This design comes from an exercise in tuning for small area, a short achievable clock period and few clock cycles on the open sky130 flow, not from production work.
In this exercise RTL edits were held to simulation tests only and were not proved equivalent to the original.
Power and IR drop assume default switching activity.

==> design/flow/design.v <==
`timescale 1ns / 1ps
module sync_fifo (
	input				Clk,
	input				Rst,
	output reg			InBus_Rdy,
	input				InBus_Val,
	input				InBus_Eop,
	input [7:0]			InBus_Mod,
	input [63:0]		InBus_Dat,
	output				wr,
	input [2:0]			free,		 
	output reg [63:0]	slot0,
	output reg [63:0]	slot1,
	output reg [63:0]	slot2,
	output reg [2:0]	eop,		 
	output reg [8:0]	last,		 
	output reg [2:0]	val,
	output reg [2:0]	wp			 
);
assign wr = InBus_Val && InBus_Rdy;
wire [2:0]	wsel     = wr ? wp : 3'b000;
wire [2:0]	load     = InBus_Rdy ? wp : 3'b000;
wire [2:0]	val_next = (val & ~free) | wsel;
wire [2:0]	wp_next  = wr ? {wp[1:0], wp[2]} : wp;
wire [2:0]	last_in  = InBus_Mod[2:0] - 3'd1;	 
always @(posedge Clk)
begin
	if (load[0]) begin slot0 <= InBus_Dat; eop[0] <= InBus_Eop; last[2:0] <= last_in; end
	if (load[1]) begin slot1 <= InBus_Dat; eop[1] <= InBus_Eop; last[5:3] <= last_in; end
	if (load[2]) begin slot2 <= InBus_Dat; eop[2] <= InBus_Eop; last[8:6] <= last_in; end
end
always @(posedge Clk)
begin
	if (Rst)
	begin
		val			<= 3'b000;
		wp			<= 3'b001;
		InBus_Rdy	<= 1'b1;
	end
	else
	begin
		val			<= val_next;
		wp			<= wp_next;
		InBus_Rdy	<= ~|(val_next & wp_next);
	end
end
endmodule
`timescale 1ns / 1ps
module receive_packet (
	input				Rst,
	input				Clk,
	input				wr,
	input				InBus_Sop,
	input				InBus_Eop,
	input [7:0]			InBus_Mod,
	input [15:0]		InBus_Len,
	output reg			InBus_Error
);
reg [15:0]	beat_length;	 
wire		mod_bad = InBus_Eop ? (InBus_Mod > 8'd8) : (InBus_Mod != 8'd0);
wire [3:0]	beat_bytes = (InBus_Mod[3:0] == 4'd0) ? 4'd8 : InBus_Mod[3:0];
wire [15:0]	rest_length = beat_length - 16'd8;
wire [15:0]	cur_len = InBus_Sop ? InBus_Len : rest_length;
always @(posedge Clk)
begin
	if (wr)
		beat_length	<= cur_len;
end
always @(posedge Clk)
begin
	if (Rst)
		InBus_Error	<= 1'b0;
	else if (wr && (mod_bad || (InBus_Eop && (cur_len != {12'b0, beat_bytes}))))
		InBus_Error	<= 1'b1;
end
endmodule
`timescale 1ns / 1ps
module out_packet (	 
    input 						Rst,   
    input 						Clk,   
	input [63:0]				slot0,
	input [63:0]				slot1,
	input [63:0]				slot2,
	input [2:0]					eop,
	input [8:0]					last,
	input [2:0]					val,
	output [2:0]				free,
    output reg					OutBus_Val,   
    output reg					OutBus_Sop,   
    output reg					OutBus_Eop,   
    output reg [3:0]			OutBus_Mod,   
    output reg [63:0]			OutBus_Dat,   
    output reg [15:0] 			OutBus_PktLen,   
    output reg [7:0] 			OutBus_PktType   
    );
reg [2:0]		s;			 
reg [2:0]		a;			 
reg				insub;		 
reg [15:3]		rem;		 
reg				fit;		 
wire [2:0]		s1 = {s[1:0], s[2]};
wire [2:0]		s2 = {s[0], s[2:1]};
wire [63:0]		cur = ({64{s[0]}} & slot0) | ({64{s[1]}} & slot1) | ({64{s[2]}} & slot2);
wire [63:0]		nxt = ({64{s[2]}} & slot0) | ({64{s[0]}} & slot1) | ({64{s[1]}} & slot2);
wire			cur_val = |(s & val);
wire			nxt_val = |(s1 & val);
wire			cur_eop = |(s & eop);
wire			nxt_eop = |(s1 & eop);
wire [2:0]		cur_last = ({3{s[0]}} & last[2:0]) | ({3{s[1]}} & last[5:3]) | ({3{s[2]}} & last[8:6]);
wire [2:0]		nxt_last = ({3{s[2]}} & last[2:0]) | ({3{s[0]}} & last[5:3]) | ({3{s[1]}} & last[8:6]);
reg [63:0]		lane_mask;
always @*
begin
	case (a)
	3'd0: lane_mask = 64'hFFFF_FFFF_FFFF_FFFF;
	3'd1: lane_mask = 64'h00FF_FFFF_FFFF_FFFF;
	3'd2: lane_mask = 64'h0000_FFFF_FFFF_FFFF;
	3'd3: lane_mask = 64'h0000_00FF_FFFF_FFFF;
	3'd4: lane_mask = 64'h0000_0000_FFFF_FFFF;
	3'd5: lane_mask = 64'h0000_0000_00FF_FFFF;
	3'd6: lane_mask = 64'h0000_0000_0000_FFFF;
	default: lane_mask = 64'h0000_0000_0000_00FF;
	endcase
end
wire [63:0]		merged = (cur & lane_mask) | (nxt & ~lane_mask);
wire [127:0]	rot2   = {merged, merged} << {a, 3'b000};
wire [63:0]		beat   = rot2[127:64];
wire [15:0]		hdr_len  = beat[63:48];
wire [7:0]		hdr_type = beat[47:40];
reg [3:0]		hk;		 
reg				hle8;	 
integer			l;
always @*
begin
	hk   = 4'd0;
	hle8 = 1'b0;
	for (l = 0; l < 8; l = l + 1)
		if (a == l)
		begin
			if (cur[63-8*l -: 8] == 8'd0 &&
				((l < 7) ? (cur[55-8*l -: 8] <= 8'd8) : (nxt[63:56] <= 8'd8)))
			begin
				hle8 = 1'b1;
				hk   = (l < 7) ? cur[51-8*l -: 4] : nxt[59:56];
			end
			else
				hk   = 4'd8;
		end
end
wire			rle8  = (rem == 13'd1) || (rem == 13'd2 && OutBus_PktLen[2:0] == 3'd0);
wire [3:0]		rk    = rle8 ? {1'b0, OutBus_PktLen[2:0]} | {rem[4], 3'b000} : 4'd8;
wire			le8   = insub ? rle8 : hle8;
wire [3:0]		k     = insub ? rk : hk;
wire [3:0]		p     = {1'b0, a} + k;
wire			pge8  = (k >= 4'd8 - {1'b0, a});
wire			span  = (k > 4'd8 - {1'b0, a}) || (!insub && (a[2:1] == 2'b11));
wire			go    = cur_val && (nxt_val || fit);
wire [3:0]		k_cur = {1'b0, cur_last} + 4'd1 - {1'b0, a};
wire [3:0]		k_nxt = {1'b0, nxt_last} + 4'd9 - {1'b0, a};
wire			jump_cur = le8 && cur_eop && (k == k_cur);
wire			jump_nxt = le8 && nxt_eop && (k == k_nxt);
wire			jump  = jump_cur || jump_nxt;
wire [63:0]		keep  = ~(64'hFFFF_FFFF_FFFF_FFFF >> {k, 3'b000});
assign free = ({3{go && (pge8 || jump)}} & s) | ({3{go && jump_nxt}} & s1);
always @(posedge Clk)
begin
	OutBus_Sop		<= !insub;
	OutBus_Eop		<= le8;
	OutBus_Mod		<= k;
	OutBus_Dat		<= beat & keep;
	if (go && !insub)
	begin
		OutBus_PktLen	<= hdr_len;
		OutBus_PktType	<= hdr_type;
	end
	if (go)
		rem			<= insub ? rem - 13'd1 : hdr_len[15:3];
end
always @(posedge Clk)
begin
	if (Rst)
	begin
		s			<= 3'b001;
		a			<= 3'd3;
		insub		<= 1'b0;
		fit			<= 1'b0;
		OutBus_Val	<= 1'b0;
	end
	else
	begin
		OutBus_Val	<= go;
		fit			<= !go && cur_val && !span;
		if (go)
		begin
			insub	<= !le8;
			if (jump)
			begin
				s		<= jump_nxt ? s2 : s1;
				a		<= 3'd3;
			end
			else
			begin
				if (pge8)
					s	<= s1;
				a		<= p[2:0];
			end
		end
	end
end
endmodule
`timescale 1ns / 1ps
module packet_chopper
(
    input 					Rst,   
    input 					Clk,   
    output 					InBus_Rdy,   
    input 					InBus_Val,   
    input 					InBus_Sop,   
    input 					InBus_Eop,   
    input [7:0]				InBus_Mod,   
    input [63:0]			InBus_Dat,   
    output 					OutBus_Val,   
    output 					OutBus_Sop,   
    output 					OutBus_Eop,   
    output [3:0]			OutBus_Mod,   
    output [63:0]			OutBus_Dat,   
    output [15:0] 			OutBus_PktLen,   
    output [7:0] 			OutBus_PktType,   
    output 					Error				 
    );
wire [63:0]		slot0, slot1, slot2;
wire [2:0]		slot_val;
wire [2:0]		slot_eop;
wire [8:0]		slot_last;
wire [2:0]		slot_wp;
wire [2:0]		slot_free;
wire			wr;
sync_fifo ring_inst (
	.Clk		(Clk),
	.Rst		(Rst),
	.InBus_Rdy	(InBus_Rdy),
	.InBus_Val	(InBus_Val),
	.InBus_Eop	(InBus_Eop),
	.InBus_Mod	(InBus_Mod),
	.InBus_Dat	(InBus_Dat),
	.wr			(wr),
	.free		(slot_free),
	.slot0		(slot0),
	.slot1		(slot1),
	.slot2		(slot2),
	.eop		(slot_eop),
	.last		(slot_last),
	.val		(slot_val),
	.wp			(slot_wp)
);
receive_packet recv_packet_inst (
	.Rst		(Rst),
	.Clk		(Clk),
	.wr			(wr),
	.InBus_Sop	(InBus_Sop),
	.InBus_Eop	(InBus_Eop),
	.InBus_Mod	(InBus_Mod),
	.InBus_Len	(InBus_Dat[63:48]),
	.InBus_Error(Error)
);
out_packet out_packet_inst (
	.Rst			(Rst),
	.Clk			(Clk),
	.slot0			(slot0),
	.slot1			(slot1),
	.slot2			(slot2),
	.eop			(slot_eop),
	.last			(slot_last),
	.val			(slot_val),
	.free			(slot_free),
	.OutBus_Val		(OutBus_Val),
	.OutBus_Sop		(OutBus_Sop),
	.OutBus_Eop		(OutBus_Eop),
	.OutBus_Mod		(OutBus_Mod),
	.OutBus_Dat		(OutBus_Dat),
	.OutBus_PktLen	(OutBus_PktLen),
	.OutBus_PktType	(OutBus_PktType)
);
endmodule
==> design/flow/flow/run.sh <==
#!/bin/bash
# The standard layout with these changes:
#  - the port buffers are buf_1 cells rather than the delay buffers
#    buffer_ports picks by default.
# Each make run's full output goes to its own log file here.
set -euo pipefail
B="BUFFER_PORTS_ARGS=-buffer_cell sky130_fd_sc_hd__buf_1"
bash standard.sh SETUP_SLACK_MARGIN=7 TNS_END_PERCENT=0 "$B" cts > make_cts.log 2>&1
bash standard.sh SETUP_SLACK_MARGIN=0 "$B" finish > make_finish.log 2>&1
==> design/flow/standard.sh <==
#!/bin/bash
# synth_recipe.tcl (not shown) runs the flow's synth.tcl, then flattens the netlist and writes it again
# the make line also repeats each setting of config.mk as NAME=value (left out here)
make -C /OpenROAD-flow-scripts/flow DESIGN_CONFIG=/design/flow/config.mk WORK_HOME=/design/flow/orfs CLKGATE_MAP_FILE= SYNTH_SCRIPT=/design/flow/synth_recipe.tcl "${@:-finish}"
==> design/flow/config.mk <==
export PLATFORM = sky130hd
export DESIGN_NAME = packet_chopper
export DESIGN_NICKNAME = packet_chopper
export VERILOG_FILES = /design/flow/design.v
export SDC_FILE = /design/flow/constraint.sdc
export NUM_CORES = 4
export LEC_CHECK = 0
export ABC_AREA = 1
export CAP_MARGIN = 20
export CORE_MARGIN = 2
export CORE_UTILIZATION = 45
export PLACE_DENSITY = 0.65
export SLEW_MARGIN = 20
==> design/flow/constraint.sdc <==
create_clock -name core_clock -period 10.0 [get_ports {Clk}]
set_input_delay 2.0000 -clock core_clock [delete_from_list [all_inputs] [get_ports {Clk}]]
set_output_delay 2.0000 -clock core_clock [all_outputs]
set_load 0.01 [all_outputs]
==> flow_summary_export.csv, run 1 <==
group,metric,value,unit
setup_path,worst-setup-path-type,"reg2reg",
pwr,p_sw,1.25,mW
route,drc,0,
pwr,p_seq_share,43.6,%
job,cap_violations,0,
worst_hold_path,worstHoldEndpoint,"recv_packet_inst.InBus_Error",
yosys,synth_nets,2220,
finish,area_delta_synth_final,17.0,%
sta,finalCritPeriodShare,38.5,%
placed_design,gp_congestion,0.908,
pwr,p_sw_share,30.3,%
sta,worst_slew_pin_slew,1.09,ns
yosys,syn_inst,2116,
yosys,synth.top_cells.by_area,"edfxtp_1, nand2_1, dfxtp_1",
clock_network,insertion_delay,0.56,ns
yosys,synthSimpleGateAreaFrac,26.5,%
floorplanning,initial_core_util,45.3,%
pwr,p_clk_share,35.6,%
grt,overflow,0,
clock_network,tritoncts,"done",
yosys,ys_ff_latch,344,
sta,skew,0.0277,ns
setup_path,r2r_slack,6.15,ns
yosys,synth_xor_area_share,0.733,%
yosys,yosysTopAreaCellShare,43.0,%
floorplanning,row_count,73,
grt,antenna_found_initial,2,
finish,final_cells,2831,
sta,grt_setup_unrepaired,"false",
route,vias,15699,
sta,fmax,259,MHz
sta,period_needed,3.85,ns
floorplanning,die_width,204,µm
sta,slew_viol_final,0,
sta,setup_viol,0,
placed_design,dp_hpwl,38100,µm
setup_path,critical_path_required,10.39,ns
setup_path,crit_path_end_kind,"register",
pwr,p_int,2.88,mW
yosys,ys_seq_area_share,52.8,%
yosys,synth.cell_area,17900,µm²
grt,grt_pass1_wl,85900,µm
pwr,peakVddDrop,0.169,mV
route,wl_per_cell,20.0,µm
yosys,yosysTopAreaCell,"edfxtp_1",
yosys,synth_warnings,3,
grt,grt_pass1_vias,14472,
yosys,synth_compound_area_share,10.5,%
floorplanning,die_area,41500,µm²
clock_network,clk_pin_slew_worst_paths,0.07,ns
pwr,p_leak,8.35,nW
clock_network,clock-sinks,344,
clock_network,clock_path_buffers,3,
finish,drive_above_1_share,10.4,%
setup_path,r2r_start,"out_packet_inst.a[1]",
sta,relSlewSlack,27.2,%
clock_network,cts_hold_buf,0,
floorplanning,io_pins,174,
floorplanning,die_h,204,µm
pwr,power_frac_comb,20.8,%
yosys,syn_area_per_cell,8.47,µm²
setup_path,arrival,4.25,ns
setup_path,reg2reg_depth,19,
sta,finalHoldViolations,0,
floorplanning,core,39500,µm²
worst_hold_path,hp-class,"reg2reg",
route,ant_nets,0,
yosys,synth_cell_type_count,57,
route,drt_iter0_markers,1670,
route,drt_wl_total,56700,µm
clock_network,cts_buffers,38,
grt,grt.total_usage,27.4,%
clock_network,cts-root-buf,"clkbuf_16",
grt,grt_max_degree,76,
setup_path,crit_path_top_delay_cell,"a211oi_1",
yosys,synth_ff_type,"edfxtp_1",
setup_path,worst_path_dominant_cell_family,"compound AO/OA/AOI/OAI gates",
yosys,synth_edf_count,257,
setup_path,critPathBufInv,7,
finish,antenna_cells,0,
setup_path,crit_fanout,55,
setup_path,cp-start-kind,"register",
yosys,synthArstFlopShare,0,%
setup_path,cp_common_cell,"inv_2",
sta,final.setup.tns,0,ns
outcome,status,"finished clean",
pwr,power_density,197,nW/µm²
route,vias_per_cell,5.55,
finish,finalNetCount,2380,
yosys,synth_top_family_by_area,"simple AND/OR/NAND/NOR gates",
placed_design,post-place-cells,2725,
worst_hold_path,whs_path_depth,2,
yosys,synthMuxAreaShare,0.893,%
setup_path,path_cells,"buf_4 -> ha_1 -> nand2_1 -> inv_1 -> nor2_4 -> inv_2 -> nor2_4 -> inv_2 -> a21oi_4 -> inv_2 -> nor3_4 -> buf_12 -> buf_12 -> nor2_1 -> a41oi_1 -> mux2i_1 -> nand2_1 -> o21ai_0 -> a211oi_1",
placed_design,portBuffers,173,
setup_path,max_stage_delay,0.59,ns
route,first_pass_iters,8,
setup_path,rr_endpoint,"out_packet_inst.OutBus_Dat[28]",
worst_hold_path,hold_start,"recv_packet_inst.InBus_Error",
yosys,synthAdderAreaFrac,2.01,%
clock_network,htreeDepth,2,
## how the worst max path moves through the flow
stage | from | end | slack [ns] | depth (start not counted)
after floorplan | InBus_Mod[1] | recv_packet_inst.InBus_Error | 6.31 | 12
final | out_packet_inst.a[1] | out_packet_inst.OutBus_Dat[28] | 6.15 | 19
after detailed placement | out_packet_inst.a[2] | out_packet_inst.rem[7] | 4.75 | 19
after CTS | out_packet_inst.s[0] | ring_inst.InBus_Rdy | 6.20 | 36
after global routing | out_packet_inst.s[0] | ring_inst.InBus_Rdy | 5.64 | 36
after global placement | out_packet_inst.a[2] | out_packet_inst.rem[14] | 4.82 | 19
## layout make-up
class	count	area (µm²)
clock buffers	49	1080
clock inverters	21	244
fillers	3597	18600
inverters	158	634
multi-input cells	1511	7500
flip-flops and latches	344	9480
well taps	525	657
repair buffers	220	1370
repair inverters	3	22.5
## Yosys cell counts (9+ instances only)
cell and number:
mux2i_1 16, ha_1 24, o211ai_1 10, nor2_1 154, nand3_2 11, nor4_1 9, inv_2 23, nand2_2 11
xor2_1 9, nand3_1 109, o21ai_1 14, buf_2 12, nor2_2 10, buf_1 17, o21ai_0 168, nand2_1 764
a21oi_1 46, edfxtp_1 257, buf_6 23, a31oi_1 18, nand4_1 29, clkbuf_1 48, a41oi_1 19, a211oi_1 20
inv_1 134, dfxtp_1 87
## worst reg2reg max path, delay by kind of cell, from the launching register on
family,cells,cell delay (ns)
flip-flops,1,0.33
multiplexers,1,0.14
adder cells (fa/ha/maj),1,0.30
buffers and inverters,7,0.96
AND/OR/NAND/NOR,6,0.91
AO/OA/AOI/OAI,4,1.05
## metrics by stage
step | power, mW | hold slack (ns) | worst slack [ns] | util [%] | area (µm²)
finish | 4.13 | 0.492 | 6.15 | 53.0 | 21000
global route | 4.30 | 0.560 | 5.64 | 53.0 | 21000
CTS | 4.14 | 0.498 | 6.20 | 53.0 | 21000
detailed placement | 2.63 | 0.480 | 4.75 | 47.6 | 18800
global placement | 2.62 | 0.468 | 4.82 | 47.6 | 18800
floorplan | 2.31 | 0.469 | 6.31 | - | 18000
## power by group through the flow
stage | Sequential [mW] | Clock (mW) | Combinational [mW]
floorplan | 1.85 | 0 | 0.454
global placement | 1.83 | 0 | 0.788
detailed placement | 1.83 | 0 | 0.797
CTS | 1.80 | 1.49 | 0.852
global route | 1.81 | 1.55 | 0.943
finish | 1.80 | 1.47 | 0.859
## kinds of logic after synthesis
| kind of cell | after synthesis |
|---|---|
| AND/OR/NAND/NOR | 1130 |
| AO/OA/AOI/OAI | 323 |
| adder cells (fa/ha/maj) | 27 |
| flip-flops | 344 |
| buffers and inverters | 261 |
| multiplexers | 16 |
| XOR/XNOR | 15 |
## state kept, by name (all words and copies together) (netlist names), 4 cells and up
signal	count
out_packet_inst.rem	13
ring_inst.last	9
out_packet_inst.OutBus_PktType	8
ring_inst.slot1	64
out_packet_inst.OutBus_PktLen	16
ring_inst.slot0	64
out_packet_inst.OutBus_Mod	4
out_packet_inst.OutBus_Dat	64
ring_inst.slot2	64
recv_packet_inst.beat_length	16
## cells in the final DEF (no fill, tap or decap), drive strengths merged, types with 5 or more instances in the layout
cell type	n
mux2i	16
nand4	29
bufbuf	5
xnor2	6
ha	24
buf	215
o211ai	10
clkinvlp	5
o21ai	182
clkbuf	49
a211oi	20
or2	7
nor3	10
xor2	9
a31oi	18
nand2	779
dfxtp	87
a21oi	52
edfxtp	257
a41oi	19
nor2	170
bufinv	5
clkinv	11
inv	161
nor4	9
nand3	120
## timing repair
action / in CTS / in global routing
endpoints found under the setup margin: 254 / 0
buffers inserted: 26 / 0
resized for setup: 82 / 0
## routing by layer
| metal | up-vias | wire [µm] | track usage, % | part of all wire (%) |
|---|---|---|---|---|
| met5 | - | 27 | 0 | 0.048 |
| met3 | 108 | 4740 | 5.24 | 8.4 |
| li1 | 7438 | - | - | - |
| met2 | 690 | 25900 | 43.6 | 46 |
| met1 | 7459 | 24400 | 37.7 | 43 |
| met4 | 4 | 1610 | 8.81 | 2.8 |
Testbench counts, summed over its fixed seeds: cycles 9,508.
==> run 2: changes to the inputs <==
==> design/flow/flow/run.sh (replaced) <==
#!/bin/bash
# The standard layout with these changes:
#  - the port buffers are buf_1 cells rather than the delay buffers
#    buffer_ports picks by default.
# Each make run's full output goes to its own log file here.
set -euo pipefail
B="BUFFER_PORTS_ARGS=-buffer_cell sky130_fd_sc_hd__buf_1"
bash standard.sh SETUP_SLACK_MARGIN=6.5 TNS_END_PERCENT=0 "$B" cts > make_cts.log 2>&1
bash standard.sh SETUP_SLACK_MARGIN=0 "$B" finish > make_finish.log 2>&1
==> run 2 against run 1 <==
Synthesized cell count is the same; synthesized area is the same; via count is the same; die area is the same; clock skew is the same; clock-buffer cell count is the same; worst hold slack is the same; critical endpoint unchanged; design area is the same; sequential power is essentially flat; global-route usage is the same; cell count is the same; clock power is essentially flat.
==> flow_summary_export.csv, run 2 <==
group,metric,value,unit
outcome,status,"finished clean",
clock_network,insertion_delay,0.56,ns
clock_network,htreeDepth,2,
yosys,syn_area_per_cell,8.47,µm²
floorplanning,die_h,204,µm
clock_network,clk_pin_slew_worst_paths,0.07,ns
pwr,peakVddDrop,0.169,mV
route,dr_wl_met2,25900,µm
sta,setup_viol,0,
yosys,synth_ff_type,"edfxtp_1",
setup_path,cp_common_cell,"inv_2",
yosys,synth.cell_area,17900,µm²
yosys,yosysTopAreaCell,"edfxtp_1",
pwr,p_leak,8.35,nW
setup_path,crit_path_end_kind,"register",
setup_path,max_stage_delay,0.59,ns
clock_network,clock-sinks,344,
floorplanning,die_area,41500,µm²
floorplanning,die_width,204,µm
grt,overflow,0,
clock_network,tritoncts,"done",
grt,antenna_found_initial,2,
placed_design,dp_hpwl,38100,µm
sta,skew,0.0277,ns
setup_path,rr_endpoint,"out_packet_inst.OutBus_Dat[28]",
placed_design,portBuffers,173,
placed_design,gp_congestion,0.908,
yosys,synth_common_cells,"nand2_1, edfxtp_1, o21ai_0",
yosys,ys_ff_latch,344,
route,first_pass_iters,8,
floorplanning,core,39500,µm²
clock_network,cts_buffers,38,
setup_path,worst-setup-path-type,"reg2reg",
setup_path,r2r_slack,6.15,ns
worst_hold_path,hp-class,"reg2reg",
sta,grt_setup_unrepaired,"false",
yosys,synth_nets,2220,
clock_network,cts-root-buf,"clkbuf_16",
setup_path,arrival,4.25,ns
finish,mostFrequentLayoutCell,"nand2_1",
yosys,synth_cell_type_count,57,
worst_hold_path,worstHoldEndpoint,"recv_packet_inst.InBus_Error",
clock_network,clock_path_buffers,3,
route,drt_iter0_markers,1670,
pwr,finalPower,4.13,mW
yosys,ys_seq_area_share,52.8,%
sta,worst_slew_pin_slew,1.09,ns
worst_hold_path,whs_path_depth,2,
sta,final.setup.tns,0,ns
floorplanning,row_count,73,
sta,period_needed,3.85,ns
setup_path,worst_path_dominant_cell_family,"compound AO/OA/AOI/OAI gates",
floorplanning,io_pins,174,
sta,fmax,259,MHz
clock_network,cts_hold_buf,0,
finish,antenna_cells,0,
setup_path,cp_num_cells,19,
pwr,power_density,197,nW/µm²
sta,finalCritPeriodShare,38.5,%
yosys,syn_inst,2116,
setup_path,critPathBufInv,7,
grt,grt_pass1_vias,14472,
placed_design,post-place-cells,2725,
route,drc,0,
job,cap_violations,0,
route,vias_per_cell,5.55,
route,wl_per_cell,20.0,µm
finish,area_delta_synth_final,17.0,%
floorplanning,initial_core_util,45.3,%
route,topRoutingLayerUsed,"met5",
route,vias,15699,
finish,final_cells,2831,
setup_path,reg2reg_depth,19,
setup_path,r2r_start,"out_packet_inst.a[1]",
setup_path,crit_path_top_delay_cell,"a211oi_1",
route,drt_wl_total,56700,µm
yosys,synthArstFlopShare,0,%
setup_path,crit_fanout,55,
grt,grt.total_usage,27.4,%
sta,slew_viol_final,0,
grt,grt_pass1_wl,85900,µm
setup_path,path_cells,"buf_4 -> ha_1 -> nand2_1 -> inv_1 -> nor2_4 -> inv_2 -> nor2_4 -> inv_2 -> a21oi_4 -> inv_2 -> nor3_4 -> buf_12 -> buf_12 -> nor2_1 -> a41oi_1 -> mux2i_1 -> nand2_1 -> o21ai_0 -> a211oi_1",
sta,finalHoldViolations,0,
grt,grt_max_degree,76,
finish,drive_above_1_share,10.4,%
yosys,yosysTopAreaCellShare,43.0,%
route,met3_length,4740,µm
finish,final_cell_mix,"nand2_1, edfxtp_1, buf_1",
sta,relSlewSlack,27.2,%
yosys,yosysMostFrequentCell,"nand2_1",
yosys,synth_warnings,3,
finish,fin_util,53.0,%
yosys,synth.top_cells.by_area,"edfxtp_1, nand2_1, dfxtp_1",
worst_hold_path,hold_start,"recv_packet_inst.InBus_Error",
finish,finalNetCount,2380,
yosys,synth_edf_count,257,
setup_path,critical_path_required,10.39,ns
route,wl_met1,24400,µm
setup_path,cp-start-kind,"register",
route,ant_nets,0,
[run 2: cell counts in the layout (fill, tap and decap cells not counted)]
Identical to the previous run, type by type.
[run 2: how the worst max path moves through the flow]
| stage | start | to |
|---|---|---|
| floorplan | InBus_Mod[1] | recv_packet_inst.InBus_Error |
| global placement | out_packet_inst.a[2] | out_packet_inst.rem[14] |
| detailed placement | out_packet_inst.a[2] | out_packet_inst.rem[7] |
| CTS | out_packet_inst.s[0] | ring_inst.InBus_Rdy |
| global route | out_packet_inst.s[0] | ring_inst.InBus_Rdy |
| finish | out_packet_inst.a[1] | out_packet_inst.OutBus_Dat[28] |
[run 2: repair_timing]
item / 4_1_cts / 5_1_grt
gates resized for setup: 82 / 0
setup endpoints to repair: 116 / 0
setup buffers: 26 / 0
[run 2: cell type report]
type	count	area (µm²)
fill	3597	18600
sequential	344	9480
multi-input combinational	1511	7500
timing repair buffer	220	1370
clock buffer	49	1080
tap	525	657
inverter	158	634
clock inverter	21	244
timing repair inverter	3	22.5
[run 2: per-layer routing]
metal	GRT usage, %	vias up
met2	43.6	690
met5	0	-
met4	8.81	4
met1	37.7	7459
met3	5.24	108
li1	-	7438
[run 2: stage by stage]
stage                     hold WS [ns]  worst slack, ns  area [µm²]
after detailed placement         0.480             4.75       18800
final                            0.492             6.15       21000
after floorplan                  0.469             6.31       18000
after global placement           0.468             4.82       18800
after CTS                        0.498             6.20       21000
after global routing             0.560             5.64       21000
[run 2: worst reg2reg max path, stage by stage, from the launching register on]
cell	delay, ns
dfxtp_2	0.33
buf_4	0.29
ha_1	0.30
nand2_1	0.22
inv_1	0.14
nor2_4	0.12
inv_2	0.05
nor2_4	0.23
inv_2	0.12
a21oi_4	0.14
inv_2	0.09
nor3_4	0.22
buf_12	0.15
buf_12	0.12
nor2_1	0.04
a41oi_1	0.21
mux2i_1	0.14
nand2_1	0.08
o21ai_0	0.11
a211oi_1	0.59
[run 2: power by group]
part           switching, mW  internal (mW)
combinational          0.606          0.253
clock                  0.573          0.895
sequential            0.0708           1.73
total                   1.25           2.88
[run 2: cell families (layout without fill, tap and decap cells)]
family	Yosys count	count (layout)	share of synthesized area [%]
compound gates	323	323	10.5
xor+xnor	15	15	0.733
fa+ha+maj	27	27	2.01
buf+inv	261	451	6.62
flops	344	344	52.8
mux	16	16	0.893
simple gates	1130	1130	26.5
==> run 3: changes to the inputs <==
==> design/flow/flow/run.sh (replaced) <==
#!/bin/bash
# The standard layout with these changes:
#  - the port buffers are buf_1 cells rather than the delay buffers
#    buffer_ports picks by default.
# Each make run's full output goes to its own log file here.
set -euo pipefail
B="BUFFER_PORTS_ARGS=-buffer_cell sky130_fd_sc_hd__buf_1"
bash standard.sh SETUP_SLACK_MARGIN=6.5 "$B" cts > make_cts.log 2>&1
bash standard.sh SETUP_SLACK_MARGIN=0 "$B" finish > make_finish.log 2>&1
--- a/design/flow/config.mk
+++ b/design/flow/config.mk
@@ -8,6 +8,6 @@
 export ABC_AREA = 1
 export CAP_MARGIN = 20
 export CORE_MARGIN = 2
-export CORE_UTILIZATION = 45
-export PLACE_DENSITY = 0.65
+export CORE_UTILIZATION = 55
+export PLACE_DENSITY = 0.72
 export SLEW_MARGIN = 20
==> run 3 against run 2 <==
Largest power group unchanged; clock skew decreased by 0.0077 ns; via count increased by 1.2%; critical path depth up 8; critical path type unchanged; largest cell class unchanged; still clean on timing, DRC and antenna.
==> flow_summary_export.csv, run 3 <==
group,metric,value,unit
outcome,status,"finished clean",
yosys,yosysMostFrequentCell,"nand2_1",
floorplanning,core,32300,µm²
yosys,syn_inst,2116,
sta,final.setup.tns,0,ns
yosys,synth_ff_type,"edfxtp_1",
sta,fmax,254,MHz
placed_design,gp_congestion,0.978,
clock_network,cts-root-buf,"clkbuf_16",
grt,grt_max_degree,76,
setup_path,worst-setup-path-type,"reg2reg",
worst_hold_path,hold_start,"recv_packet_inst.InBus_Error",
floorplanning,initial_core_util,55.5,%
setup_path,arrival,4.36,ns
yosys,syn_area_per_cell,8.47,µm²
sta,worst_slew_pin_slew,1.06,ns
clock_network,htreeDepth,2,
grt,grt_pass1_wl,84100,µm
yosys,synth_warnings,3,
setup_path,crit_fanout,12,
worst_hold_path,hp-class,"reg2reg",
route,drt_iter0_markers,1915,
yosys,synth_nets,2220,
clock_network,insertion_delay,0.53,ns
yosys,synth_edf_count,257,
setup_path,crit_path_end_kind,"register",
sta,finalHoldViolations,0,
route,vias,15882,
pwr,p_clk_share,33.5,%
sta,period_needed,3.94,ns
grt,grt_pass1_vias,14685,
clock_network,clk_pin_slew_worst_paths,0.06,ns
route,drc,0,
pwr,power_frac_comb,21.8,%
finish,finalNetCount,2391,
route,wl_per_cell,20.2,µm
setup_path,r2r_start,"out_packet_inst.s[0]",
grt,overflow,0,
route,drt_wl_total,55700,µm
pwr,peakVddDrop,0.180,mV
worst_hold_path,whs_path_depth,2,
sta,grt_setup_unrepaired,"false",
setup_path,cp-start-kind,"register",
worst_hold_path,worstHoldEndpoint,"recv_packet_inst.InBus_Error",
setup_path,critical_path_required,10.41,ns
pwr,p_sw_share,30.9,%
clock_network,clock-sinks,344,
yosys,synth_common_cells,"nand2_1, edfxtp_1, o21ai_0",
setup_path,rr_endpoint,"ring_inst.InBus_Rdy",
yosys,ys_ff_latch,344,
yosys,yosysTopAreaCellShare,43.0,%
route,ant_nets,0,
job,cap_violations,0,
clock_network,clock_path_buffers,3,
grt,antenna_found_initial,1,
finish,mostFrequentLayoutCell,"nand2_1",
floorplanning,row_count,66,
floorplanning,io_pins,174,
pwr,p_sw,1.24,mW
pwr,finalPower,4.02,mW
floorplanning,die_h,185,µm
sta,skew,0.0201,ns
grt,grt.total_usage,32.6,%
finish,antenna_cells,0,
sta,slew_viol_final,0,
clock_network,cts_buffers,37,
pwr,p_int,2.78,mW
placed_design,dp_hpwl,36100,µm
sta,setup_viol,0,
yosys,yosysTopAreaCell,"edfxtp_1",
floorplanning,die_area,34100,µm²
pwr,power_density,191,nW/µm²
placed_design,portBuffers,173,
sta,relSlewSlack,29.2,%
finish,final_cell_mix,"nand2_1, edfxtp_1, buf_1",
route,first_pass_iters,5,
finish,area_delta_synth_final,17.4,%
yosys,synth.top_cells.by_area,"edfxtp_1, nand2_1, dfxtp_1",
yosys,ys_seq_area_share,52.8,%
yosys,synth.cell_area,17900,µm²
clock_network,tritoncts,"done",
sta,finalCritPeriodShare,39.4,%
floorplanning,die_width,185,µm
yosys,synthArstFlopShare,0,%
pwr,p_seq_share,44.7,%
setup_path,reg2reg_depth,27,
setup_path,r2r_slack,6.06,ns
finish,drive_above_1_share,12.2,%
route,vias_per_cell,5.76,
yosys,synth_cell_type_count,57,
pwr,p_leak,8.44,nW
[run 3: cells by family after synthesis]
kind of cell / after synthesis / share of synthesized area [%]
simple gates: 1130 / 26.5
flops: 344 / 52.8
compound gates: 323 / 10.5
buf+inv: 261 / 6.62
fa+ha+maj: 27 / 2.01
mux: 16 / 0.893
xor+xnor: 15 / 0.733
[run 3: cell type report]
| cell class | count | area [µm²] |
|---|---|---|
| Fill cell | 2634 | 11200 |
| Timing Repair Buffer | 234 | 1560 |
| Sequential cell | 344 | 9470 |
| Clock inverter | 20 | 171 |
| Inverter | 158 | 622 |
| Clock buffer | 47 | 1030 |
| Timing Repair inverter | 1 | 5.00 |
| Multi-Input combinational cell | 1511 | 7640 |
| Tap cell | 442 | 553 |
[run 3: per-layer routing]
layer	GRT usage, %	part of all wire [%]	vias up
met3	5.91	9.9	133
met1	45.3	41	7417
met5	0	0.031	-
li1	-	-	7458
met4	12.0	3.3	2
met2	51.2	45	872
[run 3: what timing repair did]
action / in CTS / in global routing
endpoints found under the setup margin: 115 / 0
buffers inserted: 35 / 0
resized for setup: 116 / 0
hold buffers: 0 / 0
[run 3: worst max path at each step]
stage                          from                            to  slack, ns  cells after the start
2_1_floorplan          InBus_Mod[1]  recv_packet_inst.InBus_Error       6.31                     12
3_3_place_gp   out_packet_inst.a[2]        out_packet_inst.rem[7]       4.82                     19
3_5_place_dp   out_packet_inst.a[2]        out_packet_inst.rem[7]       4.65                     19
4_1_cts        out_packet_inst.s[0]           ring_inst.InBus_Rdy       6.28                     33
5_1_grt        out_packet_inst.s[2]           ring_inst.InBus_Rdy       5.78                     35
6_report       out_packet_inst.s[0]           ring_inst.InBus_Rdy       6.06                     27
[run 3: worst max-delay path: stages, from the launching register on]
cell and delay [ns]:
dfxtp_4 0.43, buf_12 0.17, bufbuf_16 0.29, nand2_1 0.07
nand3_1 0.20, nor4_1 0.39, nand3_1 0.20, nor2_2 0.17
nand2_1 0.07, nand2_1 0.07, nand2_1 0.06, nand2_2 0.09
nand2_1 0.05, nand2_1 0.10, nand2_1 0.10, nand2_4 0.11
ha_1 0.23, nand2_1 0.10, o21bai_1 0.14, nand2_1 0.09
nor2_2 0.12, nand3_2 0.15, nand3_2 0.12, nand2_2 0.07
nand2_1 0.06, nand2_1 0.06, nand3_1 0.07, nand2_1 0.05
[run 3: through the flow]
stage	std cells	worst slack (ns)	instance area, µm²	hold slack [ns]	utilization, %
floorplan	2116	6.31	18100	0.469	-
global placement	2642	4.82	18800	0.490	58.1
detailed placement	2642	4.65	18800	0.480	58.1
CTS	2757	6.28	21100	0.495	65.2
global route	2757	5.78	21100	0.547	65.2
finish	2757	6.06	21100	0.491	65.2
[run 3: power groups by stage]
| stage | Sequential, mW | Clock (mW) | Combinational, mW |
|---|---|---|---|
| after floorplan | 1.85 | 0 | 0.458 |
| after global placement | 1.82 | 0 | 0.776 |
| after detailed placement | 1.83 | 0 | 0.786 |
| after CTS | 1.80 | 1.36 | 0.859 |
| after global routing | 1.81 | 1.41 | 0.957 |
| final | 1.80 | 1.35 | 0.876 |
==> run 4: changes to the inputs <==
--- a/design/flow/config.mk
+++ b/design/flow/config.mk
@@ -8,6 +8,6 @@
 export ABC_AREA = 1
 export CAP_MARGIN = 20
 export CORE_MARGIN = 2
-export CORE_UTILIZATION = 55
-export PLACE_DENSITY = 0.72
+export CORE_UTILIZATION = 35
+export PLACE_DENSITY = 0.55
 export SLEW_MARGIN = 20
==> run 4 against run 3 <==
Combinational power up 5.9%; maximum frequency up 5.0%; critical path depth is 5 higher; die area up 56%; cell count increased by 9.0%; highest routed layer unchanged.
==> flow_summary_export.csv, run 4 <==
group,metric,value,unit
outcome,status,"finished clean",
yosys,synth_edf_count,257,
placed_design,portBuffers,173,
pwr,peakVddDrop,0.106,mV
placed_design,gp_congestion,0.910,
setup_path,crit_path_top_delay_cell,"dfxtp_4",
grt,grt_util_met2,35.6,%
yosys,ys_ff_latch,344,
setup_path,worst_path_dominant_cell_family,"simple AND/OR/NAND/NOR gates",
grt,grt.total_usage,22.4,%
setup_path,cp_common_cell,"nand2_1",
worst_hold_path,hp-class,"reg2reg",
finish,mostFrequentLayoutCell,"nand2_1",
yosys,synth_ff_type,"edfxtp_1",
floorplanning,io_pins,174,
yosys,yosysMostFrequentCell,"nand2_1",
yosys,synthArstFlopShare,0,%
grt,grt_max_degree,72,
yosys,syn_inst,2116,
setup_path,critical_path_required,10.44,ns
yosys,ys_seq_area_share,52.8,%
sta,final.setup.tns,0,ns
yosys,yosysTopAreaCell,"edfxtp_1",
finish,finalNetCount,2409,
route,vias_per_cell,5.18,
route,wl_per_cell,20.0,µm
job,cap_violations,0,
pwr,p_leak,8.56,nW
sta,skew,0.0148,ns
placed_design,preCtsSetupSlack,4.65,ns
sta,fmax,266,MHz
floorplanning,row_count,82,
finish,final_cells,3006,
floorplanning,die_area,53000,µm²
route,first_pass_iters,6,
yosys,synth.top_cells.by_area,"edfxtp_1, nand2_1, dfxtp_1",
sta,worst_slew_pin_slew,1.05,ns
clock_network,clock-sinks,344,
clock_network,clock_path_buffers,3,
clock_network,insertion_delay,0.56,ns
setup_path,worst-setup-path-type,"reg2reg",
yosys,syn_area_per_cell,8.47,µm²
finish,area_delta_synth_final,21.4,%
yosys,yosysTopAreaCellShare,43.0,%
pwr,power_density,189,nW/µm²
grt,grt_pass1_vias,14606,
finish,final_cell_mix,"nand2_1, edfxtp_1, buf_1",
floorplanning,initial_core_util,35.6,%
yosys,synth_nets,2220,
grt,grt_pass1_wl,89800,µm
route,drt_wl_total,60200,µm
grt,gr-usage-met1,30.3,%
sta,fin_hold_ws,0.500,ns
setup_path,crit_path_end_kind,"register",
sta,slew_viol_final,0,
floorplanning,die_width,230,µm
clock_network,cts-root-buf,"clkbuf_16",
clock_network,htreeDepth,2,
yosys,synth_warnings,3,
yosys,synth.cell_area,17900,µm²
setup_path,crit_fanout,36,
setup_path,max_stage_delay,0.39,ns
floorplanning,die_h,230,µm
route,drt_iter0_markers,1395,
grt,busiest_layer,"met2",
pwr,finalPower,4.10,mW
sta,finalCritPeriodShare,37.6,%
sta,period_needed,3.76,ns
finish,drive_above_1_share,13.3,%
floorplanning,core,50400,µm²
sta,grt_setup_unrepaired,"false",
sta,setup_ws,6.24,ns
sta,finalHoldViolations,0,
finish,antenna_cells,0,
setup_path,arrival,4.19,ns
clock_network,clk_pin_slew_worst_paths,0.06,ns
sta,relSlewSlack,29.0,%
placed_design,dp_hpwl,39900,µm
route,ant_nets,0,
grt,overflow,0,
clock_network,cts_buffers,38,
grt,antenna_found_initial,7,
sta,setup_viol,0,
finish,final_cell_area,21800,µm²
grt,gr-usage-met3,4.23,%
route,vias,15580,
yosys,synth_cell_type_count,57,
placed_design,post-place-cells,2871,
finish,fin_util,43.2,%
route,drc,0,
setup_path,cp-start-kind,"register",
placed_design,dpl_cell_area,19000,µm²
yosys,synth_common_cells,"nand2_1, edfxtp_1, o21ai_0",
clock_network,tritoncts,"done",
setup_path,critPathBufInv,2,
run 4: where the power goes:
part | internal, mW | total [mW] | switching (mW)
logic | 0.289 | 0.928 | 0.639
clock network | 0.806 | 1.38 | 0.573
registers | 1.73 | 1.80 | 0.0696
total | 2.82 | 4.10 | 1.28
run 4: cell type report:
| class | instances | area (µm²) |
|---|---|---|
| tap | 672 | 841 |
| inverter | 158 | 633 |
| clock buffer | 47 | 1020 |
| sequential | 344 | 9480 |
| clock inverter | 22 | 194 |
| fill | 4934 | 28600 |
| multi-input combinational | 1511 | 7790 |
| timing repair inverter | 1 | 5.00 |
| timing repair buffer | 251 | 1800 |
run 4: worst min-delay path, delay by kind of cell (launching register included):
kind,cells,cell delay [ns]
simple gates,1,0.08
flops,1,0.33
compound gates,1,0.05
run 4: per-layer routing:
metal  vias up  wire length (µm)
met3       106              4130
met4        14              2050
met5         -                98
met1      7446             26800
li1       7477                 -
met2       537             27200
run 4: what timing repair did:
item,in CTS,in global routing
hold buffers,0,0
resized for setup,160,0
setup endpoints to repair,116,0
buffers inserted,55,0
endpoints found under the hold margin,0,0
run 4: logic make-up (layout without fill, tap and decap cells):
kind of cell,after synthesis,in the layout,synth area share [%]
fa+ha+maj,27,27,2.01
xor+xnor,15,15,0.733
buf+inv,261,479,6.62
simple gates,1130,1130,26.5
mux,16,16,0.893
compound gates,323,323,10.5
flops,344,344,52.8
run 4: worst paths after layout:
path | from | endpoint | slack (ns) | cells after the start
worst max-delay path | out_packet_inst.s[2] | ring_inst.InBus_Rdy | 6.24 | 32
worst min-delay path | recv_packet_inst.InBus_Error | recv_packet_inst.InBus_Error | 0.50 | 2
worst max register to register | out_packet_inst.s[2] | ring_inst.InBus_Rdy | 6.24 | 32
worst min register to register | recv_packet_inst.InBus_Error | recv_packet_inst.InBus_Error | 0.50 | 2
==> run 5: changes to the inputs <==
--- a/design/flow/flow/run.sh
+++ b/design/flow/flow/run.sh
@@ -5,5 +5,5 @@
 # Each make run's full output goes to its own log file here.
 set -euo pipefail
 B="BUFFER_PORTS_ARGS=-buffer_cell sky130_fd_sc_hd__buf_1"
-bash standard.sh SETUP_SLACK_MARGIN=6.5 "$B" cts > make_cts.log 2>&1
+bash standard.sh SETUP_SLACK_MARGIN=6 "$B" cts > make_cts.log 2>&1
 bash standard.sh SETUP_SLACK_MARGIN=0 "$B" finish > make_finish.log 2>&1
--- a/design/flow/config.mk
+++ b/design/flow/config.mk
@@ -8,6 +8,6 @@
 export ABC_AREA = 1
 export CAP_MARGIN = 20
 export CORE_MARGIN = 2
-export CORE_UTILIZATION = 35
-export PLACE_DENSITY = 0.55
+export CORE_UTILIZATION = 45
+export PLACE_DENSITY = 0.65
 export SLEW_MARGIN = 20
==> run 5 against run 4 <==
Non-clock buffer count decreased by 37; still clean on timing, DRC and antenna; highest routed layer unchanged; sequential cell count unchanged; worst hold slack got worse by 0.017 ns; clock power decreased by 4%; design area decreased by 5.7%; critical path type unchanged; via count decreased by 0.88%; register-to-register slack got worse by 0.29 ns; first-iteration DRC count decreased by 2.2%; worst setup slack got worse by 0.29 ns.
==> flow_summary_export.csv, run 5 <==
group,metric,value,unit
sta,setup_viol,0,
clock_network,htreeDepth,2,
outcome,status,"finished clean",
sta,fin_hold_ws,0.483,ns
finish,fin_util,51.9,%
setup_path,worst-setup-path-type,"reg2reg",
clock_network,tritoncts,"done",
setup_path,cp_common_cell,"nand2_1",
clock_network,clock-sinks,344,
route,vias,15443,
placed_design,dp_hpwl,38400,µm
yosys,synth_warnings,3,
finish,final_cell_mix,"nand2_1, edfxtp_1, buf_1",
setup_path,critPathBufInv,3,
yosys,syn_area_per_cell,8.47,µm²
clock_network,insertion_delay,0.56,ns
setup_path,cp-start-kind,"register",
finish,drive_above_1_share,8.46,%
clock_network,cts-root-buf,"clkbuf_16",
sta,slew_viol_final,0,
yosys,synth_common_cells,"nand2_1, edfxtp_1, o21ai_0",
setup_path,arrival,4.49,ns
setup_path,crit_path_top_delay_cell,"buf_6",
floorplanning,die_h,204,µm
floorplanning,io_pins,174,
placed_design,gp_congestion,0.918,
sta,period_needed,4.04,ns
setup_path,reg2reg_depth,34,
grt,grt_pass1_wl,84700,µm
route,wl_per_cell,20.0,µm
finish,finalNetCount,2371,
yosys,synth.top_cells.by_area,"edfxtp_1, nand2_1, dfxtp_1",
setup_path,crit_fanout,72,
sta,final.setup.tns,0,ns
sta,fmax,247,MHz
pwr,p_leak,8.19,nW
yosys,synth_edf_count,257,
finish,antenna_cells,0,
pwr,power_density,193,nW/µm²
yosys,synth_ff_type,"edfxtp_1",
pwr,peakVddDrop,0.147,mV
setup_path,r2r_start,"out_packet_inst.a[1]",
route,ant_nets,0,
floorplanning,die_area,41500,µm²
setup_path,max_stage_delay,0.42,ns
sta,finalCritPeriodShare,40.4,%
setup_path,r2r_slack,5.96,ns
floorplanning,core,39500,µm²
yosys,yosysMostFrequentCell,"nand2_1",
yosys,ys_ff_latch,344,
yosys,syn_inst,2116,
floorplanning,die_width,204,µm
sta,finalHoldViolations,0,
grt,grt_pass1_vias,13924,
route,drt_iter0_markers,1365,
worst_hold_path,hp-class,"reg2reg",
worst_hold_path,hold_start,"recv_packet_inst.InBus_Error",
clock_network,clock_path_buffers,3,
yosys,synth_nets,2220,
clock_network,cts_buffers,37,
clock_network,clk_pin_slew_worst_paths,0.06,ns
setup_path,critical_path_required,10.44,ns
floorplanning,initial_core_util,45.3,%
job,cap_violations,0,
grt,grt_max_degree,76,
setup_path,rr_endpoint,"ring_inst.InBus_Rdy",
sta,skew,0.0206,ns
placed_design,portBuffers,173,
sta,relSlewSlack,25.5,%
sta,worst_slew_pin_slew,1.12,ns
yosys,synth.cell_area,17900,µm²
setup_path,crit_path_end_kind,"register",
route,vias_per_cell,5.48,
grt,grt.total_usage,27.0,%
setup_path,cp_num_cells,34,
grt,overflow,0,
route,drc,0,
yosys,synthArstFlopShare,0,%
yosys,ys_seq_area_share,52.8,%
worst_hold_path,worstHoldEndpoint,"recv_packet_inst.InBus_Error",
yosys,synth_cell_type_count,57,
finish,area_delta_synth_final,14.5,%
finish,mostFrequentLayoutCell,"nand2_1",
worst_hold_path,whs_path_depth,2,
yosys,yosysTopAreaCellShare,43.0,%
route,drt_wl_total,56300,µm
clock_network,cts_hold_buf,0,
route,first_pass_iters,5,
grt,antenna_found_initial,1,
sta,grt_setup_unrepaired,"false",
setup_path,worst_path_dominant_cell_family,"simple AND/OR/NAND/NOR gates",
yosys,yosysTopAreaCell,"edfxtp_1",
floorplanning,row_count,73,
run 5: kinds of logic after synthesis:
group | count (synthesis) | share of synthesized area, %
fa+ha+maj | 27 | 2.01
simple gates | 1130 | 26.5
buf+inv | 261 | 6.62
mux | 16 | 0.893
xor+xnor | 15 | 0.733
compound gates | 323 | 10.5
flops | 344 | 52.8
run 5: report_power, final:
part	total, mW	switching, mW	internal (mW)	leakage [nW]
logic	0.834	0.593	0.241	4.47
registers	1.80	0.0729	1.73	3.14
clock network	1.33	0.553	0.776	0.580
total	3.97	1.22	2.75	8.19
run 5: worst max path at each step:
stage,endpoint,start
after floorplan,ring_inst.InBus_Rdy,out_packet_inst.s[2]
after global placement,out_packet_inst.rem[6],out_packet_inst.a[2]
after detailed placement,out_packet_inst.rem[6],out_packet_inst.a[2]
after CTS,recv_packet_inst.InBus_Error,InBus_Sop
after global routing,ring_inst.InBus_Rdy,out_packet_inst.a[1]
final,ring_inst.InBus_Rdy,out_packet_inst.a[1]
run 5: layout make-up:
class                   instances  area [µm²]
inverters                     158         612
repair inverters                1        5.00
clock inverters                13        91.3
fillers                      3697       19000
well taps                     525         657
repair buffers                214        1270
clock buffers                  52        1080
multi-input cells            1511        7330
flip-flops and latches        344        9470
run 5: routing by layer:
metal	wire length [µm]	GRT usage [%]	share of wire, %	up-vias
li1	-	-	-	7405
met1	24800	38.2	44	7292
met2	25500	42.6	45	643
met3	4320	4.04	7.7	101
met4	1740	9.33	3.1	2
met5	12	0	0.021	-
run 5: what timing repair did:
action,CTS,global route
gates resized for setup,39,0
buffers inserted,23,0
endpoints found under the setup margin,113,0
run 5: metrics by stage:
stage | instance area, µm² | std cells | total power, mW | worst slack, ns
floorplan | 17900 | 2116 | 2.31 | 6.02
global placement | 18800 | 2724 | 2.61 | 4.55
detailed placement | 18800 | 2724 | 2.63 | 4.40
CTS | 20500 | 2818 | 3.98 | 6.02
global route | 20500 | 2818 | 4.14 | 5.53
finish | 20500 | 2818 | 3.97 | 5.96
run 5: worst reg2reg max path, delay by kind of cell (launching register included):
family / cells / cell delay, ns
compound gates: 1 / 0.13
fa+ha+maj: 2 / 0.62
buf+inv: 3 / 0.62
flops: 1 / 0.33
simple gates: 28 / 2.21
==> run 6: changes to the inputs <==
--- a/design/flow/flow/run.sh
+++ b/design/flow/flow/run.sh
@@ -5,5 +5,5 @@
 # Each make run's full output goes to its own log file here.
 set -euo pipefail
 B="BUFFER_PORTS_ARGS=-buffer_cell sky130_fd_sc_hd__buf_1"
-bash standard.sh SETUP_SLACK_MARGIN=6 "$B" cts > make_cts.log 2>&1
+bash standard.sh SETUP_SLACK_MARGIN=7 "$B" cts > make_cts.log 2>&1
 bash standard.sh SETUP_SLACK_MARGIN=0 "$B" finish > make_finish.log 2>&1
==> run 6 against run 5 <==
Sequential share of layout area decreased by 5.1 points; combinational power grew 32%; global-route usage rose by 2.4 points; worst setup slack better by 0.22 ns; synthesized cell count unchanged; die area unchanged; synthesized area unchanged; sequential cell count unchanged; clock power barely moved.
==> flow_summary_export.csv, run 6 <==
group,metric,value,unit
outcome,status,"finished clean",
yosys,syn_area_per_cell,8.47,µm²
pwr,power_density,184,nW/µm²
setup_path,crit_fanout,8,
sta,period_needed,3.83,ns
grt,overflow,0,
placed_design,dp_hpwl,37800,µm
sta,worst_slew_pin_slew,0.953,ns
yosys,synth_common_cells,"nand2_1, edfxtp_1, o21ai_0",
finish,final_cell_mix,"nand2_1, edfxtp_1, nor2_1",
job,cap_violations,0,
yosys,synth_ff_type,"edfxtp_1",
grt,antenna_found_initial,0,
clock_network,clk_pin_slew_worst_paths,0.07,ns
clock_network,htreeDepth,2,
setup_path,crit_path_top_delay_cell,"dfxtp_4",
worst_hold_path,hp-class,"reg2reg",
route,ant_nets,0,
route,first_pass_iters,8,
sta,setup_ws,6.17,ns
placed_design,preCtsSetupSlack,4.50,ns
floorplanning,row_count,73,
placed_design,portBuffers,173,
sta,fmax,261,MHz
worst_hold_path,whs_path_depth,2,
grt,gr-usage-met3,6.12,%
floorplanning,die_width,204,µm
floorplanning,die_h,204,µm
clock_network,insertion_delay,0.56,ns
route,drc,0,
setup_path,max_stage_delay,0.43,ns
route,wl_per_cell,20.7,µm
clock_network,cts_hold_buf,0,
floorplanning,io_pins,174,
setup_path,crit_path_end_kind,"register",
finish,drive_above_1_share,25.2,%
yosys,synth_cell_type_count,57,
route,drt_wl_total,60800,µm
placed_design,gp_congestion,0.928,
finish,mostFrequentLayoutCell,"nand2_1",
sta,skew,0.0310,ns
yosys,yosysTopAreaCellShare,43.0,%
sta,final.setup.tns,0,ns
sta,setup_viol,0,
setup_path,cp-start-kind,"register",
sta,grt_setup_unrepaired,"false",
yosys,syn_inst,2116,
grt,grt_pass1_vias,15520,
sta,slew_viol_final,0,
yosys,synth_warnings,3,
yosys,synth.top_cells.by_area,"edfxtp_1, nand2_1, dfxtp_1",
clock_network,clock_path_buffers,3,
grt,grt.total_usage,29.5,%
floorplanning,initial_core_util,45.3,%
yosys,yosysMostFrequentCell,"nand2_1",
finish,finalNetCount,2482,
sta,fin_hold_ws,0.478,ns
grt,grt_pass1_wl,92500,µm
route,vias_per_cell,5.60,
floorplanning,die_area,41500,µm²
clock_network,cts_buffers,38,
finish,fillCellCount,3409,
grt,grt_max_degree,72,
pwr,peakVddDrop,0.137,mV
clock_network,tritoncts,"done",
setup_path,reg2reg_depth,24,
sta,finalHoldViolations,0,
setup_path,worst-setup-path-type,"reg2reg",
sta,finalCritPeriodShare,38.3,%
setup_path,arrival,4.13,ns
grt,busiest_layer,"met2",
sta,relSlewSlack,36.4,%
pwr,p_leak,9.45,nW
yosys,synth.cell_area,17900,µm²
yosys,ys_seq_area_share,52.8,%
route,drt_iter0_markers,1770,
yosys,synth_nets,2220,
clock_network,clock-sinks,344,
grt,grt_util_met2,47.3,%
setup_path,cp_common_cell,"buf_4",
grt,gr-usage-met1,39.8,%
yosys,yosysTopAreaCell,"edfxtp_1",
clock_network,cts-root-buf,"clkbuf_16",
route,vias,16419,
setup_path,path_cells,"buf_6 -> buf_16 -> nand2_4 -> nand3_2 -> buf_4 -> buf_4 -> buf_4 -> buf_4 -> buf_4 -> buf_4 -> buf_4 -> buf_4 -> buf_4 -> buf_4 -> buf_4 -> buf_4 -> buf_4 -> a21o_1 -> inv_1 -> o21ai_0 -> mux2i_1 -> nand2_1 -> o21ai_4 -> o21ai_1",
setup_path,critical_path_required,10.30,ns
yosys,synth_edf_count,257,
floorplanning,core,39500,µm²
yosys,synthArstFlopShare,0,%
yosys,ys_ff_latch,344,
finish,area_delta_synth_final,29.3,%
run 6: cell count changes in the layout (fill, tap and decap cells not counted), sizes merged:
| cell | before | now |
|---|---|---|
| clkinv | 11 | 9 |
| clkbuf | 52 | 55 |
| clkinvlp | 2 | 3 |
| buf | 209 | 316 |
| inv | 158 | 161 |
| bufinv | 1 | 2 |
| diode | 0 | 1 |
run 6: final cells by class:
class	count	area [µm²]	share of cell area, %
Antenna cell	1	2.50	0.0108
Clock buffer	55	1050	4.51
Inverter	158	664	2.87
Clock inverter	13	143	0.615
Sequential cell	344	9520	41.1
Timing Repair Buffer	321	2770	11.9
Timing Repair inverter	4	33.8	0.146
Tap cell	525	657	2.83
Multi-Input combinational cell	1511	8350	36.0
run 6: metrics by stage:
stage / power, mW / util [%] / instance area [µm²] / cells
after floorplan: 2.33 / - / 18200 / 2116
after global placement: 2.62 / 47.8 / 18900 / 2721
after detailed placement: 2.64 / 47.8 / 18900 / 2721
after CTS: 4.26 / 58.5 / 23200 / 2930
after global routing: 4.44 / 58.6 / 23200 / 2931
final: 4.27 / 58.6 / 23200 / 2932
run 6: cell families (layout without fill, tap and decap cells):
logic type / count (synthesis) / after routing / share of synthesized area [%]
buf+inv: 261 / 551 / 6.62
flops: 344 / 344 / 52.8
fa+ha+maj: 27 / 27 / 2.01
xor+xnor: 15 / 15 / 0.733
compound gates: 323 / 323 / 10.5
simple gates: 1130 / 1130 / 26.5
other cells: 0 / 1 / 0
mux: 16 / 16 / 0.893
run 6: routing by layer:
metal	wire length [µm]	part of all wire, %
met5	0	0
met4	1980	3.3
met3	5400	8.9
met2	28100	46
met1	25300	42
run 6: worst max-delay path: cells and delay by family, from the launching register on:
| family | cells | cell delay, ns |
|---|---|---|
| flops | 1 | 0.43 |
| buf+inv | 16 | 2.06 |
| compound gates | 4 | 0.54 |
| mux | 1 | 0.23 |
| simple gates | 3 | 0.27 |
run 6: timing repair:
action | CTS | global route
setup endpoints to repair | 217 | 0
gates resized for setup | 446 | 0
buffers inserted | 120 | 0
hold endpoints to repair | 0 | 0
run 6: final timing paths:
check	startpoint	to	slack, ns
worst max register to register	out_packet_inst.s[2]	out_packet_inst.rem[7]	6.17
worst min-delay path	recv_packet_inst.InBus_Error	recv_packet_inst.InBus_Error	0.48
worst max-delay path	out_packet_inst.s[2]	out_packet_inst.rem[7]	6.17
worst min register to register	recv_packet_inst.InBus_Error	recv_packet_inst.InBus_Error	0.48
run 6: power breakdown:
part           switching (mW)  internal [mW]
Sequential             0.0837           1.74
Clock                   0.562          0.785
Combinational           0.676          0.426
Total                    1.32           2.95
==> run 7: changes to the inputs <==
--- a/design/flow/design.v
+++ b/design/flow/design.v
@@ -101,28 +101,37 @@
 wire [2:0]		s1 = {s[1:0], s[2]};
 wire [2:0]		s2 = {s[0], s[2:1]};
 wire [63:0]		cur = ({64{s[0]}} & slot0) | ({64{s[1]}} & slot1) | ({64{s[2]}} & slot2);
-wire [63:0]		nxt = ({64{s[2]}} & slot0) | ({64{s[0]}} & slot1) | ({64{s[1]}} & slot2);
+wire [7:0]		nxt0 = ({8{s[2]}} & slot0[63:56]) | ({8{s[0]}} & slot1[63:56]) | ({8{s[1]}} & slot2[63:56]);
 wire			cur_val = |(s & val);
 wire			nxt_val = |(s1 & val);
 wire			cur_eop = |(s & eop);
 wire			nxt_eop = |(s1 & eop);
 wire [2:0]		cur_last = ({3{s[0]}} & last[2:0]) | ({3{s[1]}} & last[5:3]) | ({3{s[2]}} & last[8:6]);
 wire [2:0]		nxt_last = ({3{s[2]}} & last[2:0]) | ({3{s[0]}} & last[5:3]) | ({3{s[1]}} & last[8:6]);
-reg [63:0]		lane_mask;
+reg [7:0]		lane_ge;
 always @*
 begin
 	case (a)
-	3'd0: lane_mask = 64'hFFFF_FFFF_FFFF_FFFF;
-	3'd1: lane_mask = 64'h00FF_FFFF_FFFF_FFFF;
-	3'd2: lane_mask = 64'h0000_FFFF_FFFF_FFFF;
-	3'd3: lane_mask = 64'h0000_00FF_FFFF_FFFF;
-	3'd4: lane_mask = 64'h0000_0000_FFFF_FFFF;
-	3'd5: lane_mask = 64'h0000_0000_00FF_FFFF;
-	3'd6: lane_mask = 64'h0000_0000_0000_FFFF;
-	default: lane_mask = 64'h0000_0000_0000_00FF;
+	3'd0: lane_ge = 8'b1111_1111;
+	3'd1: lane_ge = 8'b0111_1111;
+	3'd2: lane_ge = 8'b0011_1111;
+	3'd3: lane_ge = 8'b0001_1111;
+	3'd4: lane_ge = 8'b0000_1111;
+	3'd5: lane_ge = 8'b0000_0111;
+	3'd6: lane_ge = 8'b0000_0011;
+	default: lane_ge = 8'b0000_0001;
 	endcase
 end
-wire [63:0]		merged = (cur & lane_mask) | (nxt & ~lane_mask);
+wire [7:0]		pick0 = ({8{s[0]}} & lane_ge) | ({8{s[2]}} & ~lane_ge);
+wire [7:0]		pick1 = ({8{s[1]}} & lane_ge) | ({8{s[0]}} & ~lane_ge);
+wire [7:0]		pick2 = ({8{s[2]}} & lane_ge) | ({8{s[1]}} & ~lane_ge);
+reg [63:0]		merged;
+integer			b;
+always @*
+	for (b = 0; b < 8; b = b + 1)
+		merged[63-8*b -: 8] = ({8{pick0[7-b]}} & slot0[63-8*b -: 8]) |
+							  ({8{pick1[7-b]}} & slot1[63-8*b -: 8]) |
+							  ({8{pick2[7-b]}} & slot2[63-8*b -: 8]);
 wire [127:0]	rot2   = {merged, merged} << {a, 3'b000};
 wire [63:0]		beat   = rot2[127:64];
 wire [15:0]		hdr_len  = beat[63:48];
@@ -138,10 +147,10 @@
 		if (a == l)
 		begin
 			if (cur[63-8*l -: 8] == 8'd0 &&
-				((l < 7) ? (cur[55-8*l -: 8] <= 8'd8) : (nxt[63:56] <= 8'd8)))
+				((l < 7) ? (cur[55-8*l -: 8] <= 8'd8) : (nxt0 <= 8'd8)))
 			begin
 				hle8 = 1'b1;
-				hk   = (l < 7) ? cur[51-8*l -: 4] : nxt[59:56];
+				hk   = (l < 7) ? cur[51-8*l -: 4] : nxt0[3:0];
 			end
 			else
 				hk   = 4'd8;
--- a/design/flow/flow/run.sh
+++ b/design/flow/flow/run.sh
@@ -5,5 +5,5 @@
 # Each make run's full output goes to its own log file here.
 set -euo pipefail
 B="BUFFER_PORTS_ARGS=-buffer_cell sky130_fd_sc_hd__buf_1"
-bash standard.sh SETUP_SLACK_MARGIN=7 "$B" cts > make_cts.log 2>&1
+bash standard.sh SETUP_SLACK_MARGIN=6.5 "$B" cts > make_cts.log 2>&1
 bash standard.sh SETUP_SLACK_MARGIN=0 "$B" finish > make_finish.log 2>&1
==> run 7 against run 6 <==
Still clean; utilization fell by 3.9 points; global-route usage fell by 2.2 points; clock skew fell by 0.020 ns; non-clock buffer count fell by 64; synthesized area fell by 2.5%; power fell by 6.5%; critical endpoint is now ring_inst.InBus_Rdy; highest routed layer unchanged.
==> flow_summary_export.csv, run 7 <==
group,metric,value,unit
job,cap_violations,0,
floorplanning,initial_core_util,45.5,%
floorplanning,io_pins,174,
yosys,yosysTopAreaCellShare,44.1,%
worst_hold_path,hp-class,"reg2reg",
sta,skew,0.0114,ns
sta,relSlewSlack,30.3,%
finish,antenna_cells,0,
placed_design,gp_congestion,0.941,
grt,antenna_found_initial,0,
floorplanning,row_count,72,
sta,fmax,249,MHz
setup_path,crit_path_top_delay_cell,"dfxtp_4",
yosys,synth_common_cells,"nand2_1, edfxtp_1, inv_1",
route,vias_per_cell,5.49,
yosys,synth.cell_area,17500,µm²
yosys,synth_nets,2131,
yosys,yosysTopAreaCell,"edfxtp_1",
grt,grt_max_degree,71,
clock_network,tritoncts,"done",
pwr,peakVddDrop,0.142,mV
grt,grt_pass1_wl,84500,µm
yosys,synth_edf_count,257,
route,drt_iter0_markers,1576,
yosys,ys_ff_latch,344,
yosys,synth_ff_type,"edfxtp_1",
sta,period_needed,4.01,ns
finish,mostFrequentLayoutCell,"nand2_1",
floorplanning,die_width,201,µm
setup_path,arrival,4.45,ns
sta,slew_viol_final,0,
clock_network,htreeDepth,2,
sta,finalCritPeriodShare,40.1,%
outcome,status,"finished clean",
placed_design,portBuffers,173,
setup_path,crit_path_end_kind,"register",
yosys,synth_warnings,3,
clock_network,insertion_delay,0.56,ns
clock_network,cts-root-buf,"clkbuf_16",
yosys,syn_inst,2027,
setup_path,max_stage_delay,0.41,ns
setup_path,crit_fanout,11,
placed_design,dp_hpwl,37500,µm
clock_network,cts_hold_buf,0,
sta,setup_viol,0,
pwr,power_density,189,nW/µm²
clock_network,cts_buffers,37,
yosys,synth.top_cells.by_area,"edfxtp_1, nand2_1, dfxtp_1",
yosys,ys_seq_area_share,54.1,%
finish,drive_above_1_share,13.1,%
finish,area_delta_synth_final,20.4,%
grt,grt_pass1_vias,14494,
floorplanning,die_h,201,µm
clock_network,clock-sinks,344,
setup_path,worst-setup-path-type,"reg2reg",
sta,grt_setup_unrepaired,"false",
sta,finalHoldViolations,0,
grt,overflow,0,
route,drc,0,
finish,final_cell_mix,"nand2_1, edfxtp_1, buf_1",
yosys,synthArstFlopShare,0,%
yosys,yosysMostFrequentCell,"nand2_1",
yosys,syn_area_per_cell,8.63,µm²
floorplanning,die_area,40400,µm²
finish,fin_util,54.7,%
route,vias,15353,
setup_path,cp-start-kind,"register",
route,drt_wl_total,55600,µm
setup_path,cp_common_cell,"nand2_1",
clock_network,clk_pin_slew_worst_paths,0.06,ns
sta,worst_slew_pin_slew,1.05,ns
clock_network,clock_path_buffers,3,
route,ant_nets,0,
grt,grt.total_usage,27.3,%
finish,finalNetCount,2355,
route,wl_per_cell,19.9,µm
pwr,p_leak,8.55,nW
sta,final.setup.tns,0,ns
floorplanning,core,38500,µm²
yosys,synth_cell_type_count,59,
setup_path,critical_path_required,10.44,ns
route,first_pass_iters,5,
[run 7: area by class of cell]
class / count / area, µm²
fill: 3475 / 17400
sequential: 344 / 9480
multi-input combinational: 1413 / 7310
timing repair buffer: 257 / 1620
clock buffer: 50 / 995
inverter: 196 / 815
tap: 518 / 648
clock inverter: 18 / 170
timing repair inverter: 2 / 21.3
[run 7: per-stage QoR]
step / cell area (µm²) / setup WS, ns / power (mW) / hold WS, ns / std cells
global placement: 18600 / 4.93 / 2.60 / 0.468 / 2654
detailed placement: 18600 / 4.84 / 2.61 / 0.478 / 2654
floorplan: 17600 / 6.22 / 2.30 / 0.469 / 2027
CTS: 21100 / 6.20 / 3.99 / 0.474 / 2798
global route: 21100 / 5.59 / 4.16 / 0.534 / 2798
finish: 21100 / 5.99 / 3.99 / 0.471 / 2798
[run 7: logic make-up after synthesis]
| family | Yosys count | share of synthesized area [%] |
|---|---|---|
| buffers and inverters | 270 | 6.18 |
| and+or+nand+nor | 1040 | 25.3 |
| muxes | 22 | 1.26 |
| DFF | 344 | 54.1 |
| AOI/OAI and AO/OA | 311 | 10.5 |
| xor gates and xnor gates | 13 | 0.651 |
| adders and majority gates | 27 | 2.06 |
[run 7: where the power goes]
part           internal, mW  leakage (nW)  total (mW)  switching [mW]
clock                 0.758         0.556        1.32           0.559
combinational         0.266          4.86       0.873           0.606
sequential             1.73          3.14        1.80          0.0709
total                  2.75          8.55        3.99            1.24
[run 7: routing by layer]
metal | share of wire [%] | up-vias | track usage (%)
met3 | 8.9 | 128 | 5.47
met2 | 46 | 736 | 44.1
met1 | 42 | 7236 | 37.0
li1 | - | 7253 | -
met5 | 0 | - | 0
met4 | 3.3 | 0 | 8.70
[run 7: path summary, 6_finish.rpt]
kind	from	to	slack [ns]	depth (start not counted)
worst min-delay path	recv_packet_inst.InBus_Error	recv_packet_inst.InBus_Error	0.47	2
worst min register to register	recv_packet_inst.InBus_Error	recv_packet_inst.InBus_Error	0.47	2
worst max-delay path	out_packet_inst.s[1]	ring_inst.InBus_Rdy	5.99	32
worst max register to register	out_packet_inst.s[1]	ring_inst.InBus_Rdy	5.99	32
[run 7: timing repair]
action / CTS / global route
gates resized for setup: 131 / 0
setup endpoints to repair: 114 / 0
buffers inserted: 64 / 0
endpoints found under the hold margin: 0 / 0
[run 7: worst max-delay path: cells and delay by family, from the launching register on]
family / cells / cell delay (ns)
compound gates: 2 / 0.44
flops: 1 / 0.41
simple gates: 26 / 2.52
buf+inv: 3 / 0.31
fa+ha+maj: 1 / 0.20
Testbench counts of run 7, summed over its fixed seeds: cycles 9,508.

static timing again, ports no longer ideal:
The results above use ideal ports. As a check the final layouts listed here were re-extracted and re-timed, cells and wires unchanged. Step 1, drivers: a clkbuf_16 drives Clk and a buf_2 each remaining input, both assumed. Step 2, shift: input delay + t, output delay - t, t = (earliest + latest rising clock arrival at the registers) / 2. This alone moves slack from input paths to output paths. a / b / c = no drivers / after step 1 / after step 2; a / b = the first two.
| run | t (ns) | setup WS [ns] |
|---|---|---|
| run 1 | 0.603 | 6.146 / 6.146 / 5.625 |
| run 2 | 0.603 | 6.146 / 6.146 / 5.625 |
| run 3 | 0.575 | 6.059 / 6.059 / 5.890 |
| run 4 | 0.609 | 6.245 / 6.245 / 5.898 |
| run 5 | 0.603 | 5.955 / 5.955 / 5.408 |
| run 6 | 0.603 | 6.171 / 6.171 / 5.991 |
| run 7 | 0.613 | 5.990 / 5.990 / 5.819 |
After both steps every run listed still meets setup and hold.
